Source: an optimization exercise on an open RTL-to-GDS flow (aim: small area). Production flows keep margins and buffers that such runs may drop. Function was checked by simulation only, so behaviour that the tests miss may differ from the original.

== run K ==
==> flow/design.v (excerpt) <==
module motor1stab(clk, rst,
m1in, m2in, m3in, m4in, ch6ratio, ch3ratio,
m1ratio,m2ratio,m3ratio,m4ratio);
input [10:0] m1in, m2in, m3in, m4in,  ch6ratio, ch3ratio;
input clk,rst;
output [10:0] m1ratio,m2ratio,m3ratio,m4ratio;
localparam P0 = 3'b000,   
           P1 = 3'b001,   
           AA = 3'b010,   
           AB = 3'b011,   
           WF = 3'b100,   
           WS = 3'b101,   
           GB = 3'b110;   
localparam [16:0] LFSR_END = 17'h151ae;
reg [2:0] ph;
reg [16:0] lfsr;
reg sec2;
reg [10:0] a1, a2, a3, a4;    
reg [10:0] b1, b2, b3, b4;    
reg [10:0] r1, r2, r3, r4;    
wire first = (ph == WF);
wire [10:0] x1 = first ? a1 : b1;
wire [10:0] x2 = first ? a2 : b2;
wire neq = (m1in != x1) || (m2in != x2);
always @(posedge clk or negedge rst)
if (!rst) begin
	ph <= P0;
	lfsr <= 17'd0;
	sec2 <= 1'b0;
end else begin
	lfsr <= {lfsr[15:0], ~(lfsr[16] ^ lfsr[13])};
	if (lfsr == LFSR_END) sec2 <= 1'b1;
	case (ph)
	P0: ph <= P1;
	P1: ph <= WF;
	WF: ph <= (neq || sec2) ? GB : WS;
	WS: ph <= neq ? GB : WS;
	GB: ph <= AA;
	AA: ph <= AB;
	AB: ph <= WF;
	default: ph <= P0;
	endcase
end
wire cap_a = ph[2] | ~ph[1];    
wire adj   = ~ph[2] & ph[1];
always @(posedge clk) begin
	if (cap_a) begin
		a1 <= m1in; a2 <= m2in; a3 <= m3in; a4 <= m4in;
	end
	if (first) begin
		b1 <= a1; b2 <= a2; b3 <= a3; b4 <= a4;
	end
end
wire gt1, gt2, gt3, gt4;
wire [10:0] d1, d2, d3, d4;
wire [11:0] cp, cp3;
wire [4:0] w0, w1, w2, w3, w4;
wire t1 = ch6ratio[3] ^ ch6ratio[0];
wire t2 = ch6ratio[3] & ch6ratio[0];
wire t3 = ch6ratio[4] ^ ch6ratio[1] ^ t2;
wire t4 = (ch6ratio[4] & ch6ratio[1]) | (t2 & (ch6ratio[4] ^ ch6ratio[1]));
wire t5 = ch6ratio[5] ^ ch6ratio[2] ^ ch6ratio[0];
wire t6 = (ch6ratio[5] & ch6ratio[2]) | (ch6ratio[0] & (ch6ratio[5] ^ ch6ratio[2]));
wire t7 = t5 ^ t4;
wire t8 = t5 & t4;
wire t9 = ch6ratio[6] ^ ch6ratio[3] ^ ch6ratio[1];
wire t10 = (ch6ratio[6] & ch6ratio[3]) | (ch6ratio[1] & (ch6ratio[6] ^ ch6ratio[3]));
wire t11 = t6 ^ t9 ^ t8;
wire t12 = (t6 & t9) | (t8 & (t6 ^ t9));
wire t13 = ch6ratio[7] ^ ch6ratio[4] ^ ch6ratio[2];
wire t14 = (ch6ratio[7] & ch6ratio[4]) | (ch6ratio[2] & (ch6ratio[7] ^ ch6ratio[4]));
wire t15 = t10 ^ t13 ^ t12;
wire t16 = (t10 & t13) | (t12 & (t10 ^ t13));
wire t17 = ch6ratio[8] ^ ch6ratio[5] ^ ch6ratio[3];
  ...
For scale: about 110 I/O pins, roughly 0.020 mm^2 of cells after synthesis.
export LEC_CHECK = 0
export CAP_MARGIN = 20
export CORE_MARGIN = 2
export CORE_UTILIZATION = 40
export SLEW_MARGIN = 20
create_clock -name core_clock -period 40.0 [get_ports {clk}]
standard.sh (not shown) runs the stock make flow with config.mk's settings and CLKGATE_MAP_FILE= SYNTH_SCRIPT=/design/flow/synth_recipe.tcl, a recipe that flattens the netlist after the stock synthesis.
==> flow/flow/run.sh <==
#!/bin/bash
# Own layout flow: the standard layout (standard.sh) with three changes:
#  - synthesis runs synth_recipe.tcl with its synth wrapper replaced by
#    flow/synth_proc.tcl: the full/half adders are extracted before synth's
#    abc -fast instead of after it (same passes otherwise, same registers);
#  - the logic is mapped with an area-oriented ABC script (flow/abc_area.script,
#    used as ORFS's abc_area.script with ABC_AREA=1);
#  - the port buffers are sky130_fd_sc_hd__buf_1 cells.
# Each step's output goes to its own log file in this folder.
set -euo pipefail
here=$(pwd)
rm -rf "$here/scripts_local"
cp -r "$FLOW_HOME/scripts" "$here/scripts_local"
cp "$here/flow/abc_area.script" "$here/scripts_local/abc_area.script"
first='proc synth {args} { yosys synth -nofsm -noshare {*}$args }'
if [[ "$(head -1 synth_recipe.tcl)" != "$first" ]]; then
  echo "synth_recipe.tcl does not start with the expected synth wrapper" >&2
  exit 1
fi
{ cat "$here/flow/synth_proc.tcl"; tail -n +2 synth_recipe.tcl; } > "$here/own_synth.tcl"
bash standard.sh SCRIPTS_DIR="$here/scripts_local" ABC_AREA=1 SYNTH_SCRIPT="$here/own_synth.tcl" synth > "$here/flow_synth.log" 2>&1
export BUFFER_PORTS_ARGS="-buffer_cell sky130_fd_sc_hd__buf_1"
bash standard.sh finish > "$here/flow_finish.log" 2>&1
==> flow/flow/abc_area.script <==
strash
dch -f
map -a
topo
==> flow/flow/synth_proc.tcl <==
# Replaces the first line of synth_recipe.tcl (its synth wrapper). Same synth -nofsm
# -noshare, except that the fine stage extracts the full and half adders (as ORFS's
# synth.tcl does later) before synth's own abc -fast, so that the adder structure of
# the RTL reaches the adder cells. Registers are not touched by this step.
proc synth {args} {
  set i [lsearch -exact $args "fine:"]
  if { $i > 0 && [lindex $args [expr {$i - 1}]] == "-run" } {
    # the fine stage of synth, with the full adders extracted before abc -fast
    set rest [lreplace $args [expr {$i - 1}] $i]
    set top [lindex $rest [expr {[lsearch -exact $rest "-top"] + 1}]]
    set extra {}
    set j [lsearch -exact $rest "-extra-map"]
    if { $j >= 0 } { set extra [list -map [lindex $rest [expr {$j + 1}]]] }
    yosys opt -fast -full
    yosys memory_map
    yosys opt -full
    yosys techmap -map +/techmap.v {*}$extra
    yosys opt -fast
    yosys extract_fa
    yosys techmap -map $::env(ADDER_MAP_FILE)
    yosys techmap
    yosys opt -fast
    yosys abc -fast
    yosys opt -fast
    yosys synth -nofsm -noshare -run check: {*}$rest
  } else {
    yosys synth -nofsm -noshare {*}$args
  }
}
What run D does differently from run K at the input level:
==> flow/run.sh (new file) <==
#!/bin/bash
# synth_recipe.tcl (not shown) runs the flow's synth.tcl, then flattens the netlist and writes it again
# the make line also repeats each setting of config.mk as NAME=value (left out here)
make -C /OpenROAD-flow-scripts/flow DESIGN_CONFIG=/design/flow/config.mk WORK_HOME=/design/flow/orfs CLKGATE_MAP_FILE= SYNTH_SCRIPT=/design/flow/synth_recipe.tcl finish
removed: flow/flow/run.sh
removed: flow/flow/abc_area.script
removed: flow/flow/synth_proc.tcl
removed: flow/standard.sh
Findings:
- Comparing run K with run D, the maximum frequency came out essentially unchanged.
- When the final numbers for run D and run K were put side by side, the slew at the pin closest to its max-slew limit turned out to be greater in run K.
- Summary — worst hold margin, run D relative to run K: lower, by 0.011 ns.
- Comparing run D and run K, the higher final weighted congestion of routability-driven global placement is on run K.
- The launching element of the worst setup path comes out ch6ratio[9] in one run and ch6ratio[5] in the other, namely in run D and run K respectively.
- The routed wire length of run D was inferior to that of run K.
- Run D vs run K — number of placed instances, taps included rose 176.
- Side by side, count of distinct cell types in the synthesized netlist turned out higher in run D than in run K.

port drivers added, routing unchanged:
Ports are ideal in the flow. The routed layouts listed here were re-timed in OpenROAD. Step 1, drivers: a clkbuf_16 drives clk and a buf_2 each remaining input, both assumed. Step 2 moves the port delays by t, midway between the first and last clock arrival at a register: inputs arrive t later, outputs are due t later. That takes back most of the time a late clock gives input paths. Slacks: ideal / step 1 / step 2; pairs: ideal / step 1.
| run | shift t [ns] | setup slack, ns | worst setup path after step 2 |
|---|---|---|---|
| run K | 0.486 | 1.276 / 1.231 / 1.231 | input to output |
| run D | 0.492 | 1.186 / 1.162 / 1.162 | input to output |
After both steps setup and hold are still met in every run listed. The setup slack of run K, which loses most, moves by -0.045 ns with the drivers and by -0.045 ns with both steps.
